Background: an optimization exercise with open tools, aiming at small area and a short achievable clock period. Do not read the settings as production practice. RTL that was checked went through simulation tests only; none was proved equivalent to the original.

Design top, start of the top module:
module top (input logic clk, rst,
            input logic enable, din,
            input logic signed [10:0] x,
            output logic signed [11:0] q,
            output logic spike);
For scale: roughly 3400 cells after synthesis, ~28 I/O pins.
export LEC_CHECK = 0
export ABC_AREA = 1
export CAP_MARGIN = 20
export CORE_MARGIN = 2
export CORE_UTILIZATION = 40
export SETUP_SLACK_MARGIN = 5
export SLEW_MARGIN = 20
export SYNTH_HIERARCHICAL = 1
export SYNTH_MINIMUM_KEEP_SIZE = 0
create_clock -name core_clock -period 12.0 [get_ports {clk}]
standard.sh (not shown) runs the stock make flow with config.mk's settings and CLKGATE_MAP_FILE= SYNTH_SCRIPT=/design/flow/synth_recipe.tcl, a recipe that flattens the netlist after the stock synthesis.
==> flow/flow/run.sh <==
#!/bin/bash
# Standard ORFS layout (the standard.sh), with timing repair aimed at a
# setup slack of 8.2 ns at the design's 12 ns clock, so that the resizer keeps
# improving paths that already meet 12 ns.  Logs: standard.log and orfs/logs.
set -euo pipefail
bash standard.sh SETUP_SLACK_MARGIN=8.2  BUFFER_PORTS_ARGS="-buffer_cell sky130_fd_sc_hd__buf_2" finish > standard.log 2>&1
The starting point ran to the end with no violations.
Next try:
--- a/flow/design.v
+++ b/flow/design.v
@@ -515,20 +515,21 @@
 logic [11:0] pp2;
 logic bng2;
 logic [11:0] pp3;
 logic bng3;
 logic [11:0] pp4;
 logic bng4;
 logic [10:0] z0;
 logic [10:0] z1;
 logic [10:0] z2;
 logic [10:0] z3;
+logic [10:0] z0n;
 logic [4:0] bop;
 logic [4:0] bon;
 logic [4:0] btp;
 logic [4:0] btn;
 logic [11:0] r5;
 logic pm_0_s;
 logic pm_0_c;
 logic pm_1_s;
 logic pm_1_c;
 logic pm_2_s;
@@ -1314,21 +1315,21 @@
 assign bop_n[3] = ~tb[8] & (tb[7] ^ tb[6]);
 assign bon_n[3] = tb[8] & (tb[7] ^ tb[6]);
 assign btp_n[3] = ~tb[8] & tb[7] & tb[6];
 assign btn_n[3] = tb[8] & ~tb[7] & ~tb[6];
 assign bop_n[4] = ~tb[10] & (tb[9] ^ tb[8]);
 assign bon_n[4] = tb[10] & (tb[9] ^ tb[8]);
 assign btp_n[4] = ~tb[10] & tb[9] & tb[8];
 assign btn_n[4] = tb[10] & ~tb[9] & ~tb[8];
 assign zs = {y2a[10], y2a};
 assign za = {z0[10], z0, 1'b0};
-assign zb = za;
+assign zb = ~{z0n[10], z0n, 1'b1};
 assign pp0[0] = (bop[0] & za[1]) | (bon[0] & ~za[1]) | (btp[0] & za[0]) | (btn[0] & ~za[0]);
 assign pp0[1] = (bop[0] & za[2]) | (bon[0] & ~za[2]) | (btp[0] & za[1]) | (btn[0] & ~za[1]);
 assign pp0[2] = (bop[0] & za[3]) | (bon[0] & ~za[3]) | (btp[0] & za[2]) | (btn[0] & ~za[2]);
 assign pp0[3] = (bop[0] & za[4]) | (bon[0] & ~za[4]) | (btp[0] & za[3]) | (btn[0] & ~za[3]);
 assign pp0[4] = (bop[0] & za[5]) | (bon[0] & ~za[5]) | (btp[0] & za[4]) | (btn[0] & ~za[4]);
 assign pp0[5] = (bop[0] & za[6]) | (bon[0] & ~za[6]) | (btp[0] & za[5]) | (btn[0] & ~za[5]);
 assign pp0[6] = (bop[0] & za[7]) | (bon[0] & ~za[7]) | (btp[0] & za[6]) | (btn[0] & ~za[6]);
 assign pp0[7] = (bop[0] & za[8]) | (bon[0] & ~za[8]) | (btp[0] & za[7]) | (btn[0] & ~za[7]);
 assign pp0[8] = (bop[0] & za[9]) | (bon[0] & ~za[9]) | (btp[0] & za[8]) | (btn[0] & ~za[8]);
 assign pp0[9] = (bop[0] & za[10]) | (bon[0] & ~za[10]) | (btp[0] & za[9]) | (btn[0] & ~za[9]);
@@ -1388,30 +1389,32 @@
 assign pp4[11] = (bop[4] & za[12]) | (bon[4] & ~za[12]) | (btp[4] & za[11]) | (btn[4] & ~za[11]);
 assign bng4 = bon[4] | btn[4];
 assign r5p = (t1n[9] ^ t1n[10]) ? (t1n[10] ? ~zs : zs) : 12'd0;
 assign r5_n = r5p + 12'd3414 + {11'd0, ~t1n[9] & t1n[10]};
 always_ff @(posedge clk) begin
   if (rst) begin
     z0 <= 11'd0;
     z1 <= 11'd0;
     z2 <= 11'd0;
     z3 <= 11'd0;
+    z0n <= 11'd2047;
     bop <= 5'd0;
     bon <= 5'd0;
     btp <= 5'd0;
     btn <= 5'd0;
     r5 <= 12'd3414;
   end else begin
     z0 <= y2a;
     z1 <= z0;
     z2 <= z1;
     z3 <= z2;
+    z0n <= ~y2a;
     bop <= bop_n;
     bon <= bon_n;
     btp <= btp_n;
     btn <= btn_n;
     r5 <= r5_n;
   end
 end
 ha pm_0 (.a(pp0[6]), .b(pp1[4]), .s(pm_0_s), .co(pm_0_c));
 ha pm_1 (.a(pp0[7]), .b(pp1[5]), .s(pm_1_s), .co(pm_1_c));
 fa pm_2 (.a(pp0[8]), .b(pp1[6]), .c(pp2[4]), .s(pm_2_s), .co(pm_2_c));
=> Fmax goes up by 4.2%; wire length fell by 4.3%; die area came out higher by 0.41%; sequential cell count climbs by 11; global-route usage decreases by 0.58 points; synthesized cell count goes up by 0.44%; register-to-register slack improves by 0.15 ns; via count came out lower by about 1.9%; non-clock buffer count falls by 35.
For the first run of this note, only the layout was checked, not whether the RTL still works.

========
Another version of the RTL of top (not shown whole).
Size in the first run: about 2800 cells after synthesis, about 400 flip-flops, about 28 I/O pins.
clock: 12.0 ns
lec_check: 0
cap_margin: 20
core_margin: 2
core_utilization: 40
setup_slack_margin: 5
slew_margin: 60
synth_hierarchical: 1
synth_minimum_keep_size: 0
==> flow/flow/run.sh <==
#!/bin/bash
# Standard ORFS layout (the standard.sh), with timing repair aimed at a
# setup slack of 8.0 ns at the design's 12 ns clock, so that the resizer keeps
# improving paths that already meet 12 ns.  Logs: standard.log and orfs/logs.
set -euo pipefail
bash standard.sh SETUP_SLACK_MARGIN=8.0 BUFFER_PORTS_ARGS="-buffer_cell sky130_fd_sc_hd__buf_2" finish > standard.log 2>&1
The baseline completed without violations.
Next try:
--- a/flow/design.v
+++ b/flow/design.v
@@ -501,16 +501,17 @@
 logic [12:0] tb;
 logic [4:0] bop_n;
 logic [4:0] bon_n;
 logic [4:0] btp_n;
 logic [4:0] btn_n;
 logic [11:0] zs;
 logic [11:0] r5_n;
 logic [11:0] r5p;
+logic [11:0] r5m;
 logic [12:0] za;
 logic [12:0] zb;
 logic [11:0] pp0;
 logic bng0;
 logic [11:0] pp1;
 logic bng1;
 logic [11:0] pp2;
 logic bng2;
@@ -1383,18 +1384,19 @@
 assign pp4[5] = (bop[4] & za[6]) | (bon[4] & ~za[6]) | (btp[4] & za[5]) | (btn[4] & ~za[5]);
 assign pp4[6] = (bop[4] & za[7]) | (bon[4] & ~za[7]) | (btp[4] & za[6]) | (btn[4] & ~za[6]);
 assign pp4[7] = (bop[4] & za[8]) | (bon[4] & ~za[8]) | (btp[4] & za[7]) | (btn[4] & ~za[7]);
 assign pp4[8] = (bop[4] & za[9]) | (bon[4] & ~za[9]) | (btp[4] & za[8]) | (btn[4] & ~za[8]);
 assign pp4[9] = (bop[4] & za[10]) | (bon[4] & ~za[10]) | (btp[4] & za[9]) | (btn[4] & ~za[9]);
 assign pp4[10] = (bop[4] & za[11]) | (bon[4] & ~za[11]) | (btp[4] & za[10]) | (btn[4] & ~za[10]);
 assign pp4[11] = (bop[4] & za[12]) | (bon[4] & ~za[12]) | (btp[4] & za[11]) | (btn[4] & ~za[11]);
 assign bng4 = bon[4] | btn[4];
-assign r5p = (t1n[9] ^ t1n[10]) ? (t1n[10] ? ~zs : zs) : 12'd0;
-assign r5_n = r5p + 12'd3414 + {11'd0, ~t1n[9] & t1n[10]};
+assign r5p = zs + 12'd3414;
+assign r5m = 12'd3414 - zs;
+assign r5_n = (t1n[9] & ~t1n[10]) ? r5p : (~t1n[9] & t1n[10]) ? r5m : 12'd3414;
 always_ff @(posedge clk) begin
   bop <= bop_n;
   bon <= bon_n;
   btp <= btp_n;
   btn <= btn_n;
 end
 always_ff @(posedge clk) begin
   if (rst) begin
Outcome:
- worst setup slack gets better by 0.054 ns
- via count rose by 0.90%
- count of clock-buffer cells in the layout came out higher by 6
- design area came out lower by 1.5%
- worst hold slack improves by 0.0054 ns
- wire length decreases by 1.6%
- final cell count is lower by 0.75%
For the second run of this note, only the layout was checked, not whether the RTL still works.

========
top again, from the RTL that the note above started with.
clock: 12.0 ns
lec_check: 0
abc_area: 1
cap_margin: 20
core_margin: 2
core_utilization: 40
setup_slack_margin: 5
slew_margin: 60
synth_hierarchical: 1
synth_minimum_keep_size: 0
==> flow/flow/run.sh <==
#!/bin/bash
# Standard ORFS layout (the standard.sh), with timing repair aimed at a
# setup slack of 8.3 ns at the design's 12 ns clock, so that the resizer keeps
# improving paths that already meet 12 ns.  Logs: standard.log and orfs/logs.
set -euo pipefail
bash standard.sh SETUP_SLACK_MARGIN=8.3 TNS_END_PERCENT=30 BUFFER_PORTS_ARGS="-buffer_cell sky130_fd_sc_hd__buf_2" finish > standard.log 2>&1
Rerun with:
--- a/flow/design.v
+++ b/flow/design.v
@@ -511,29 +511,29 @@
 logic [11:0] pp0;
 logic bng0;
 logic [11:0] pp1;
 logic bng1;
 logic [11:0] pp2;
 logic bng2;
 logic [11:0] pp3;
 logic bng3;
 logic [11:0] pp4;
 logic bng4;
-logic [4:0] bop;
-logic [4:0] bon;
-logic [4:0] btp;
-logic [4:0] btn;
 logic [10:0] z0;
 logic [10:0] z1;
 logic [10:0] z2;
 logic [10:0] z3;
 logic [10:0] z0n;
+logic [4:0] bop;
+logic [4:0] bon;
+logic [4:0] btp;
+logic [4:0] btn;
 logic [11:0] r5;
 logic pm_0_s;
 logic pm_0_c;
 logic pm_1_s;
 logic pm_1_c;
 logic pm_2_s;
 logic pm_2_c;
 logic pm_3_s;
 logic pm_3_c;
 logic pm_4_s;
@@ -1384,39 +1384,41 @@
 assign pp4[6] = (bop[4] & za[7]) | (bon[4] & ~za[7]) | (btp[4] & za[6]) | (btn[4] & ~za[6]);
 assign pp4[7] = (bop[4] & za[8]) | (bon[4] & ~za[8]) | (btp[4] & za[7]) | (btn[4] & ~za[7]);
 assign pp4[8] = (bop[4] & za[9]) | (bon[4] & ~za[9]) | (btp[4] & za[8]) | (btn[4] & ~za[8]);
 assign pp4[9] = (bop[4] & za[10]) | (bon[4] & ~za[10]) | (btp[4] & za[9]) | (btn[4] & ~za[9]);
 assign pp4[10] = (bop[4] & za[11]) | (bon[4] & ~za[11]) | (btp[4] & za[10]) | (btn[4] & ~za[10]);
 assign pp4[11] = (bop[4] & za[12]) | (bon[4] & ~za[12]) | (btp[4] & za[11]) | (btn[4] & ~za[11]);
 assign bng4 = bon[4] | btn[4];
 assign r5p = (t1n[9] ^ t1n[10]) ? (t1n[10] ? ~zs : zs) : 12'd0;
 assign r5_n = r5p + 12'd3414 + {11'd0, ~t1n[9] & t1n[10]};
 always_ff @(posedge clk) begin
-  bop <= bop_n;
-  bon <= bon_n;
-  btp <= btp_n;
-  btn <= btn_n;
-end
-always_ff @(posedge clk) begin
   if (rst) begin
     z0 <= 11'd0;
     z1 <= 11'd0;
     z2 <= 11'd0;
     z3 <= 11'd0;
     z0n <= 11'd2047;
+    bop <= 5'd0;
+    bon <= 5'd0;
+    btp <= 5'd0;
+    btn <= 5'd0;
     r5 <= 12'd3414;
   end else begin
     z0 <= y2a;
     z1 <= z0;
     z2 <= z1;
     z3 <= z2;
     z0n <= ~y2a;
+    bop <= bop_n;
+    bon <= bon_n;
+    btp <= btp_n;
+    btn <= btn_n;
     r5 <= r5_n;
   end
 end
 ha pm_0 (.a(pp0[6]), .b(pp1[4]), .s(pm_0_s), .co(pm_0_c));
 ha pm_1 (.a(pp0[7]), .b(pp1[5]), .s(pm_1_s), .co(pm_1_c));
 fa pm_2 (.a(pp0[8]), .b(pp1[6]), .c(pp2[4]), .s(pm_2_s), .co(pm_2_c));
 ha pm_3 (.a(pp3[2]), .b(pp4[0]), .s(pm_3_s), .co(pm_3_c));
 assign pm_4_s = 1'b1 ^ pp0[9] ^ pp1[7];
 assign pm_4_c = (1'b1 & pp0[9]) | (1'b1 & pp1[7]) | (pp0[9] & pp1[7]);
 fa pm_5 (.a(pp2[5]), .b(pp3[3]), .c(pp4[1]), .s(pm_5_s), .co(pm_5_c));
After rerunning: The new run went through all stages and came out clean. Design area is higher by 0.96%. Setup slack gets worse by 0.055 ns. Count of clock-buffer cells in the layout climbs by 3. Cell count stays flat. Critical path depth is unchanged. Routed wire length rises by 0.77%. Register-to-register slack gets worse by 0.05 ns. Hold slack is better by 0.0036 ns. Flip-flop and latch count stays the same. Die area hardly moves. Via count hardly moves.

what the ideal ports hide:
Ports are ideal in the flow. The routed layouts listed here were re-timed in OpenROAD.
Step 1: set_driving_cell puts a clkbuf_16 on clk and a buf_2 on each other input, an assumption about the parent block.
Step 2 moves the port delays by t, midway between the first and last clock arrival at a register: inputs arrive t later, outputs are due t later. That takes back most of the time a late clock gives input paths.
a / b / c = ideal ports / drivers / drivers and shift; a / b = the first two.
run	shift t [ns]	slack for setup (ns)	hold slack, ns	latest minus earliest clock arrival (ns)	worst slew at a driven data input, ns
the first run of note 1	0.651	8.185 / 8.185 / 7.612	0.400 / 0.400 / 0.400	0.025 / 0.024	0.05
the second run of note 1	0.659	8.339 / 8.339 / 7.760	0.398 / 0.398 / 0.398	0.042 / 0.043	0.04
the first run of note 2	0.641	8.012 / 8.012 / 7.559	0.433 / 0.433 / 0.433	0.017 / 0.017	0.05
the second run of note 2	0.649	8.066 / 8.066 / 7.489	0.439 / 0.439 / 0.439	0.029 / 0.030	0.05
the first run of note 3	0.657	8.353 / 8.353 / 7.745	0.396 / 0.396 / 0.396	0.021 / 0.021	0.04
the second run of note 3	0.657	8.299 / 8.299 / 7.805	0.400 / 0.400 / 0.400	0.037 / 0.037	0.05
After both steps every run listed still meets setup and hold. For the first run of note 3, which loses most, drivers alone change the setup slack by 0.000 ns; drivers and shift together by -0.608 ns.
